Context: an optimization exercise on an open-source flow, tuned for small area. The choices shown serve that exercise and are no tape-out recipe.
The RTL was checked by simulation tests, not by an equivalence proof against the original design.
No activity file was given, so power comes from the tool's default toggle rates.

==> inputs of build 94 <==
==> flow/design.v <==
module proc(clk, rst, imem_addr, imem_rdata, addr, data_out, dmem_be, dmem_we, dmem_rdata, io_en);
  input clk, rst;
  output wire [31:0] imem_addr;
  input  wire [31:0] imem_rdata;
  output wire [31:0] addr, data_out;
  output wire [3:0] dmem_be;
  output wire dmem_we;
  input  wire [31:0] dmem_rdata;
  output wire io_en;
  wire [31:0] ins = imem_rdata;
  wire [15:0] h = ins[15:0];
  reg  [31:1] pc_q;
  wire [31:0] pc = {pc_q, 1'b0};
  reg  [31:1] pop_q;
  reg  [3:0]  flags;               
  reg  [2:0]  st;                  
  reg  [15:0] plist;
  reg  [3:0]  rnum;
  reg  [31:0] r [0:14];
  wire c_ldst  = h[15:13] == 3'b011;
  wire c_lit   = h[15:11] == 5'b01001;
  wire c_push  = h[15:9]  == 7'b1011010;
  wire c_pop   = h[15:9]  == 7'b1011110;
  wire c_imm8  = h[15:13] == 3'b001;
  wire c_asreg = h[15:10] == 6'b000110;
  wire c_adr   = h[15:12] == 4'b1010;
  wire c_ldsp  = h[15:12] == 4'b1001;
  wire c_asimm = h[15:10] == 6'b000111;
  wire c_shift = (h[15:13] == 3'b000) & ~(h[12] & h[11]);
  wire c_dp    = h[15:10] == 6'b010000;
  wire c_bx    = h[15:8]  == 8'b01000111;
  wire c_spec  = (h[15:10] == 6'b010001) & ~(h[9] & h[8]);
  wire c_rev   = h[15:8]  == 8'b10111010;
  wire c_ext   = h[15:8]  == 8'b10110010;
  wire c_adjsp = h[15:8]  == 8'b10110000;
  wire c_b     = h[15:11] == 5'b11100;
  wire c_bc    = h[15:12] == 4'b1101;
  wire c_bl    = (ins[31:30] == 2'b11) & (h[15:11] == 5'b11110);
  wire c_pp    = c_push | c_pop;
  wire c_br    = c_b | c_bc | c_bl | c_bx;
  wire [3:0] dop = h[9:6];
  wire dp_and = c_dp & (dop == 4'b0000);
  wire dp_eor = c_dp & (dop == 4'b0001);
  wire dp_lsl = c_dp & (dop == 4'b0010);
  wire dp_lsr = c_dp & ((dop == 4'b0011) | (dop == 4'b0100));
  wire dp_adc = c_dp & (dop == 4'b0101);
  wire dp_rsb = c_dp & (dop == 4'b1001);
  wire dp_cmp = c_dp & (dop == 4'b1010);
  wire dp_orr = c_dp & (dop == 4'b1100);
  wire dp_sum = c_dp & ~(dp_and | dp_eor | dp_lsl | dp_lsr | dp_orr);
  wire sh_lsl = c_shift & (h[12:11] == 2'b00);
  wire sh_lsr = c_shift & (h[12:11] != 2'b00);
  wire spec_mov = c_spec & (h[9:8] == 2'b10);
  wire spec_cmp = c_spec & (h[9:8] == 2'b01);
  wire imm8_mov = c_imm8 & (h[12:11] == 2'b00);
  localparam S_IDLE = 3'b000, S_INIT = 3'b001, S_SHIFT = 3'b010, S_DONE = 3'b011,
             S_STORE = 3'b100, S_DEC = 3'b110, S_INC = 3'b111;
  wire s_done  = st == S_DONE;
  wire s_store = st == S_STORE;
  wire s_decinc = st[2] & st[1];
  wire s_dec   = st == S_DEC;
  wire [15:0] rlist = c_push ? {1'b0, h[8], 6'b0, h[7:0]} :
                      c_pop  ? {h[8], 7'b0, h[7:0]} : 16'b0;
  wire [15:0] rlist_rev = c_pop ? {h[0], h[1], h[2], h[3], h[4], h[5], h[6], h[7], 7'b0, h[8]} : 16'b0;
  reg [2:0] st_n;
  always @(*) begin
    case (st)
      S_IDLE:  st_n = c_pp ? S_INIT : S_IDLE;
      S_INIT, S_SHIFT:
               st_n = (plist == 16'b0) ? S_DONE : ~plist[0] ? S_SHIFT : c_push ? S_DEC : S_STORE;
      S_DEC:   st_n = S_STORE;
      S_INC:   st_n = S_SHIFT;
      S_STORE: st_n = c_push ? S_SHIFT : S_INC;
      S_DONE:  st_n = S_IDLE;
      default: st_n = S_IDLE;
    endcase
  end
  always @(posedge clk) begin
    if (rst) begin
      st <= S_IDLE;
      plist <= 16'b0;
    end else begin
      st <= st_n;
      case (st)
        S_IDLE:  plist <= c_push ? rlist : rlist_rev;
        S_INIT:  plist <= rlist;
        S_SHIFT: plist <= {1'b0, plist[15:1]};
        default: plist <= plist;
      endcase
    end
  end
  always @(posedge clk) begin
    if (!rst) begin
      case (st)
        S_IDLE:  rnum <= c_push ? 4'hf : 4'h0;
        S_INIT:  rnum <= 4'hf;
        S_SHIFT: rnum <= c_push ? rnum + 4'h1 : rnum - 4'h1;
        default: rnum <= rnum;
      endcase
    end
  end
  wire save_pc = s_store & (rnum == 4'hf) & ~c_push & (plist != 16'b0);
  wire stall = c_pp & ~s_done;
  reg [3:0] ra, rb;
  always @(*) begin
    if (c_dp)                      ra = {1'b0, h[2:0]};
    else if (c_bx | c_spec)        ra = h[6:3];
    else if (c_imm8)               ra = {1'b0, h[10:8]};
    else if (c_adr | c_ldsp | c_adjsp | (c_pp & st[2])) ra = 4'd13;
    else if (c_ldst | c_asreg | c_asimm | c_shift | c_rev | c_ext) ra = {1'b0, h[5:3]};
    else                           ra = 4'd0;
  end
  always @(*) begin
    if (c_ldst)                    rb = {1'b0, h[2:0]};
    else if (c_asreg)              rb = {1'b0, h[8:6]};
    else if (c_dp)                 rb = {1'b0, h[5:3]};
    else if (c_spec & ~spec_mov)   rb = {h[7], h[2:0]};
    else if (c_ldsp)               rb = {1'b0, h[10:8]};
    else if (c_pp)                 rb = rnum;
    else                           rb = 4'd0;
  end
  wire [31:0] q0 = (ra == 4'hf) ? 32'b0 : r[ra];
  wire [31:0] q1 = (rb == 4'hf) ? 32'b0 : r[rb];
  wire [31:2] inc = pc[31:2] + 30'd1;
  wire [31:0] pc2 = pc[1] ? {inc, 2'b00} : {pc[31:2], 2'b10};
  wire a_pc  = c_adr & ~h[11];
  wire a_pc4 = c_lit | c_b | c_bc | c_bl;
  wire a_zero = dp_rsb | c_bx;
  wire [31:0] opa = a_pc  ? pc :
                    a_pc4 ? {inc, pc[1] & ~c_lit, 1'b0} :
                    a_zero ? 32'b0 : q0;
  wire b_reg = c_asreg | c_dp | c_spec | (~c_ldst & ~c_lit & ~c_pp & ~c_imm8 & ~c_adr & ~c_ldsp &
               ~c_asimm & ~c_shift & ~c_bx & ~c_rev & ~c_ext & ~c_adjsp & ~c_br);
  reg [31:0] bimm;
  always @(*) begin
    bimm = 32'b0;
    if (c_ldst)       bimm[6:2] = h[12] ? {2'b0, h[10:8]} : h[10:6];
    if (c_lit | c_adr | c_ldsp) bimm[9:2] = h[7:0];
    if (c_imm8 & ~imm8_mov) bimm[7:0] = h[7:0];
    if (c_asimm)      bimm[2:0] = h[8:6];
    if (c_shift)      bimm[4:0] = h[10:6];
    if (c_adjsp)      bimm[8:2] = h[6:0];
    if (c_pp & s_decinc) bimm[2] = 1'b1;
    if (c_b)          bimm = {{20{h[10]}}, h[10:0], 1'b0};
    if (c_bc)         bimm = {{23{h[7]}}, h[7:0], 1'b0};
    if (c_bl)         bimm = {{8{h[10]}}, ~(h[10] ^ ins[29]), ~(h[10] ^ ins[27]), h[9:0], ins[26:16], 1'b0};
  end
  wire [31:0] opb = b_reg ? q1 : bimm;
  wire sub = (c_imm8 & h[11]) | ((c_asreg | c_asimm) & h[9]) | dp_rsb | dp_cmp | spec_cmp |
             (c_adjsp & h[7]) | (c_pp & s_dec);
  wire cin = sub | (dp_adc & flags[1]);
  wire [31:0] bn = sub ? ~opb : opb;
  wire [32:0] sum33 = {1'b0, opa} + {1'b0, bn} + {32'b0, cin};
  wire [31:0] sum = sum33[31:0];
  wire cout = sum33[32];
  wire shl = sh_lsl | dp_lsl;
  wire shr = sh_lsr | dp_lsr;
  function [31:0] rev32(input [31:0] x);
    integer k;
    for (k = 0; k < 32; k = k + 1) rev32[k] = x[31-k];
  endfunction
  wire [31:0] shin = shr ? rev32(q0) : q0;
  wire [32:0] shz = (opb[31:6] != 26'b0) ? 33'b0 : ({1'b0, shin} << opb[5:0]);
  wire [31:0] sh_l = shz[31:0];
  wire [31:0] sh_r = rev32(shz[31:0]);
  wire sh_c = shz[32];
  wire t_sum = c_ldst | c_lit | c_imm8 | c_asreg | c_adr | c_ldsp | c_asimm | dp_sum | c_spec |
               c_adjsp | c_pp | ~(c_ldst | c_lit | c_pp | c_imm8 | c_asreg | c_adr | c_ldsp | c_asimm |
               c_shift | c_dp | c_bx | c_spec | c_rev | c_ext | c_adjsp | c_b | c_bc | c_bl);
  wire [31:0] extv = h[7] ? (h[6] ? {24'b0, q0[7:0]} : {16'b0, q0[15:0]})
                          : (h[6] ? {{24{q0[7]}}, q0[7:0]} : {{16{q0[15]}}, q0[15:0]});
  wire [31:0] alu_out = ({32{t_sum}} & sum) |
                        ({32{dp_and}} & (q0 & opb)) |
                        ({32{dp_orr}} & (q0 | opb)) |
                        ({32{dp_eor}} & (q0 ^ opb)) |
                        ({32{shl}} & sh_l) |
                        ({32{shr}} & sh_r) |
                        ({32{c_rev}} & {q0[7:0], q0[15:8], q0[23:16], q0[31:24]}) |
                        ({32{c_ext}} & extv);
  assign addr = alu_out;
  assign data_out = q1;
  assign dmem_we = ((c_ldst | c_ldsp) & ~h[11]) | (c_push & s_store);
  assign dmem_be = (c_ldst & h[12]) ? (4'b0001 << h[7:6]) : 4'hf;
  assign io_en = (|alu_out[31:24]) & dmem_we;
  wire [1:0] bsel = (c_ldst & h[12]) ? h[7:6] : 2'b00;
  wire [31:0] dmem_sh = dmem_rdata >> {bsel, 3'b000};
  wire w_dmem = c_ldst | c_lit | c_ldsp | (c_pp & ~s_decinc);
  wire w_imm8 = imm8_mov;
  wire w_lr   = c_bl;
  wire w_mov  = spec_mov;
  wire [31:0] wdata = w_dmem ? dmem_sh :
                      w_mov  ? q0 :
                      w_imm8 ? {24'b0, h[7:0]} :
                      w_lr   ? {inc, pc[1], 1'b1} : alu_out;
  reg [3:0] rw;
  always @(*) begin
    if (c_ldst | c_asreg | c_asimm | c_shift | c_dp | c_rev | c_ext) rw = {1'b0, h[2:0]};
    else if (c_spec)                    rw = {h[7], h[2:0]};
    else if (c_adjsp | c_pp & s_decinc) rw = 4'd13;
    else if (c_bl)                      rw = 4'd14;
    else if (c_pp)                      rw = rnum;
    else                                rw = {1'b0, h[10:8]};
  end
  wire we = (c_ldst & h[11]) | c_lit | (c_imm8 & (h[12:11] != 2'b01)) | c_asreg | c_adr |
            (c_ldsp & h[11]) | c_asimm | c_shift | (c_dp & ~dp_cmp) | (c_spec & ~spec_cmp) |
            c_rev | c_ext | c_adjsp | c_bl | (c_pp & (s_decinc | (s_store & ~c_push)));
  wire [31:0] wd = rst ? 32'b0 : wdata;
  genvar gi;
  generate for (gi = 0; gi < 15; gi = gi + 1) begin : RF
    wire en = rst | (we & (rw == gi));
    always @(posedge clk) if (en) r[gi] <= wd;
  end endgenerate
  wire uns = c_lit | c_ldsp;
  wire c_shcarry = shl;
  wire c_zero = shr | dp_and | dp_eor | dp_orr | c_rev | c_ext;
  wire ovf = sum[31] ? (~opa[31] & ~bn[31]) : (opa[31] & bn[31]);
  wire nf = c_br ? 1'b0 : uns ? cout : sum[31];
  wire zf = c_br ? 1'b1 : ~(|sum);
  wire cf = c_br ? 1'b0 : c_shcarry ? sh_c : c_zero ? 1'b0 : cout;
  wire vf = c_br ? 1'b0 : uns ? cout : ovf;
  wire fn = flags[3], fz = flags[2], fc = flags[1], fv = flags[0];
  reg taken;
  always @(*) begin
    case (h[11:8])
      4'h0: taken = fz;
      4'h1: taken = ~fz;
      4'h2: taken = fc;
      4'h3: taken = ~fc;
      4'h4: taken = fn;
      4'h5: taken = ~fn;
      4'h6: taken = fv;
      4'h7: taken = ~fv;
      4'h8: taken = fc & ~fz;
      4'h9: taken = ~fc | fz;
      4'ha: taken = fn == fv;
      4'hb: taken = fn != fv;
      4'hc: taken = ~fz & (fn == fv);
      4'hd: taken = fz & (fn != fv);
      default: taken = 1'b1;
    endcase
  end
  wire [31:0] npc = c_bx ? {q0[31:1], 1'b0} :
                    (c_b | c_bl | (c_bc & taken)) ? sum :
                    (c_pop & h[8]) ? {pop_q, 1'b0} : pc2;
  always @(posedge clk) begin
    if (rst) begin
      pc_q <= 31'b0;
      flags <= 4'b0;
    end else if (!stall) begin
      pc_q <= npc[31:1];
      flags <= {nf, zf, cf, vf};
    end
  end
  always @(posedge clk) begin
    if (rst) pop_q <= 31'b0;
    else if (save_pc) pop_q <= dmem_sh[31:1];
  end
  assign imem_addr = pc;
endmodule
==> flow/run.sh <==
#!/bin/bash
# synth_recipe.tcl (not shown) runs the flow's synth.tcl, then flattens the netlist and writes it again
# the make line also repeats each setting of config.mk as NAME=value (left out here)
make -C /OpenROAD-flow-scripts/flow DESIGN_CONFIG=/design/flow/config.mk WORK_HOME=/design/flow/orfs CLKGATE_MAP_FILE= SYNTH_SCRIPT=/design/flow/synth_recipe.tcl finish
==> flow/config.mk <==
export PLATFORM = sky130hd
export DESIGN_NAME = proc
export DESIGN_NICKNAME = proc
export VERILOG_FILES = /design/flow/design.v
export SDC_FILE = /design/flow/constraint.sdc
export NUM_CORES = 4
export LEC_CHECK = 0
export CAP_MARGIN = 20
export CORE_MARGIN = 2
export CORE_UTILIZATION = 40
export SLEW_MARGIN = 20
==> flow/constraint.sdc <==
create_clock -name core_clock -period 22.0 [get_ports {clk}]
set_input_delay 4.4000 -clock core_clock [delete_from_list [all_inputs] [get_ports {clk}]]
set_output_delay 4.4000 -clock core_clock [all_outputs]
set_load 0.01 [all_outputs]
==> trial 92 (differences from build 94) <==
--- a/flow/design.v
+++ b/flow/design.v
@@ -121,4 +121,13 @@
   end
-  wire [31:0] q0 = (ra == 4'hf) ? 32'b0 : r[ra];
-  wire [31:0] q1 = (rb == 4'hf) ? 32'b0 : r[rb];
+  wire [479:0] rflat;
+  wire [14:0] sel0, sel1;
+  genvar gr;
+  generate for (gr = 0; gr < 15; gr = gr + 1) begin : RSEL
+    assign rflat[gr*32 +: 32] = r[gr];
+    assign sel0[gr] = ra == gr;
+    assign sel1[gr] = rb == gr;
+  end endgenerate
+  wire [31:0] q0, q1;
+  rf_rdport rp0 (.rr(rflat), .s(sel0), .q(q0));
+  rf_rdport rp1 (.rr(rflat), .s(sel1), .q(q1));
   wire [31:2] inc = pc[31:2] + 30'd1;
@@ -259 +268,25 @@
 endmodule
+module rf_rdport(rr, s, q);
+  input [479:0] rr;
+  input [14:0] s;
+  output [31:0] q;
+  genvar j, k;
+  generate for (j = 0; j < 32; j = j + 1) begin : B
+    wire [4:0] y;
+    for (k = 0; k < 5; k = k + 1) begin : G
+      rf_aoi222 u (.a1(rr[(3*k)*32+j]), .a2(s[3*k]), .b1(rr[(3*k+1)*32+j]), .b2(s[3*k+1]),
+                   .c1(rr[(3*k+2)*32+j]), .c2(s[3*k+2]), .y(y[k]));
+    end
+    rf_nand5 n (.a(y[0]), .b(y[1]), .c(y[2]), .d(y[3]), .e(y[4]), .y(q[j]));
+  end endgenerate
+endmodule
+module rf_aoi222(a1, a2, b1, b2, c1, c2, y);
+  input a1, a2, b1, b2, c1, c2;
+  output y;
+  assign y = ~((a1 & a2) | (b1 & b2) | (c1 & c2));
+endmodule
+module rf_nand5(a, b, c, d, e, y);
+  input a, b, c, d, e;
+  output y;
+  assign y = ~(a & b & c & d & e);
+endmodule
- CORE_UTILIZATION: 40 -> 65
- SYNTH_HIERARCHICAL: not set -> 1
==> qor summary <==
GPL Wtd Cong: trial 92 1.132; build 94 1.066
Total half-perimeter wirelength after legalization and detailed placement: trial 92 102,500 um; build 94 160,200 um
Relative area change from synthesis to final layout: trial 92 13.89%; build 94 15.42%
Pwr per Cell Area: trial 92 111.5 mW/mm^2; build 94 110.3 mW/mm^2
Final layout net count: trial 92 3,674; build 94 4,727
Sequential fraction of the synthesis area: trial 92 0.4660; build 94 0.4031
Crit Reg-Reg Endpoint: trial 92 r[6][30]; build 94 r[11][31]
Global-route wire length before repair: trial 92 233,100 um; build 94 318,100 um
Total routed wirelength: trial 92 161,600 um; build 94 232,200 um
Part of the power in registers: trial 92 0.372; build 94 0.323
Number of filler cells placed in the layout: trial 92 3,373; build 94 9,525
Number of iterations in the first detailed-routing pass: trial 92 21; build 94 7
Total Power: trial 92 4423 uW; build 94 5130 uW
Min setup slack post-route: trial 92 2.178 ns; build 94 1.933 ns
Normalized max-slew margin: trial 92 0.1609; build 94 0.1797
Worst path max stage delay: trial 92 0.85 ns; build 94 1.07 ns
Internal power contribution: trial 92 2576 uW; build 94 2877 uW
Result of the run: trial 92 no timing/DRC/antenna violations; build 94 no timing/DRC/antenna violations
Fraction of power consumed by combinational cells: trial 92 0.403; build 94 0.456

## re-timing with driven ports
No port has a modelled driver above. Below, the same layouts with a new extraction and two added sets of constraints. Step 1 sets driving cells, clkbuf_16 on the clock port and buf_2 on the other inputs (assumed; they add their load-dependent delay and slew). Step 2 moves the port delays by t, midway between the first and last clock arrival at a register: inputs arrive t later, outputs are due t later. That takes back most of the time a late clock gives input paths. Slacks: ideal ports / drivers / drivers and shift; pairs: ideal ports / drivers.
run	t, ns	slack for setup (ns)	clock arrival spread, ns	worst data-port slew with drivers (ns)
build 94	0.732	1.933 / 1.884 / 1.884	0.033 / 0.034	0.08
trial 92	0.707	2.178 / 2.149 / 2.149	0.078 / 0.078	0.06
After both steps every run listed still meets setup and hold. For build 94, which loses most, drivers alone change the setup slack by -0.049 ns; drivers and shift together by -0.049 ns.
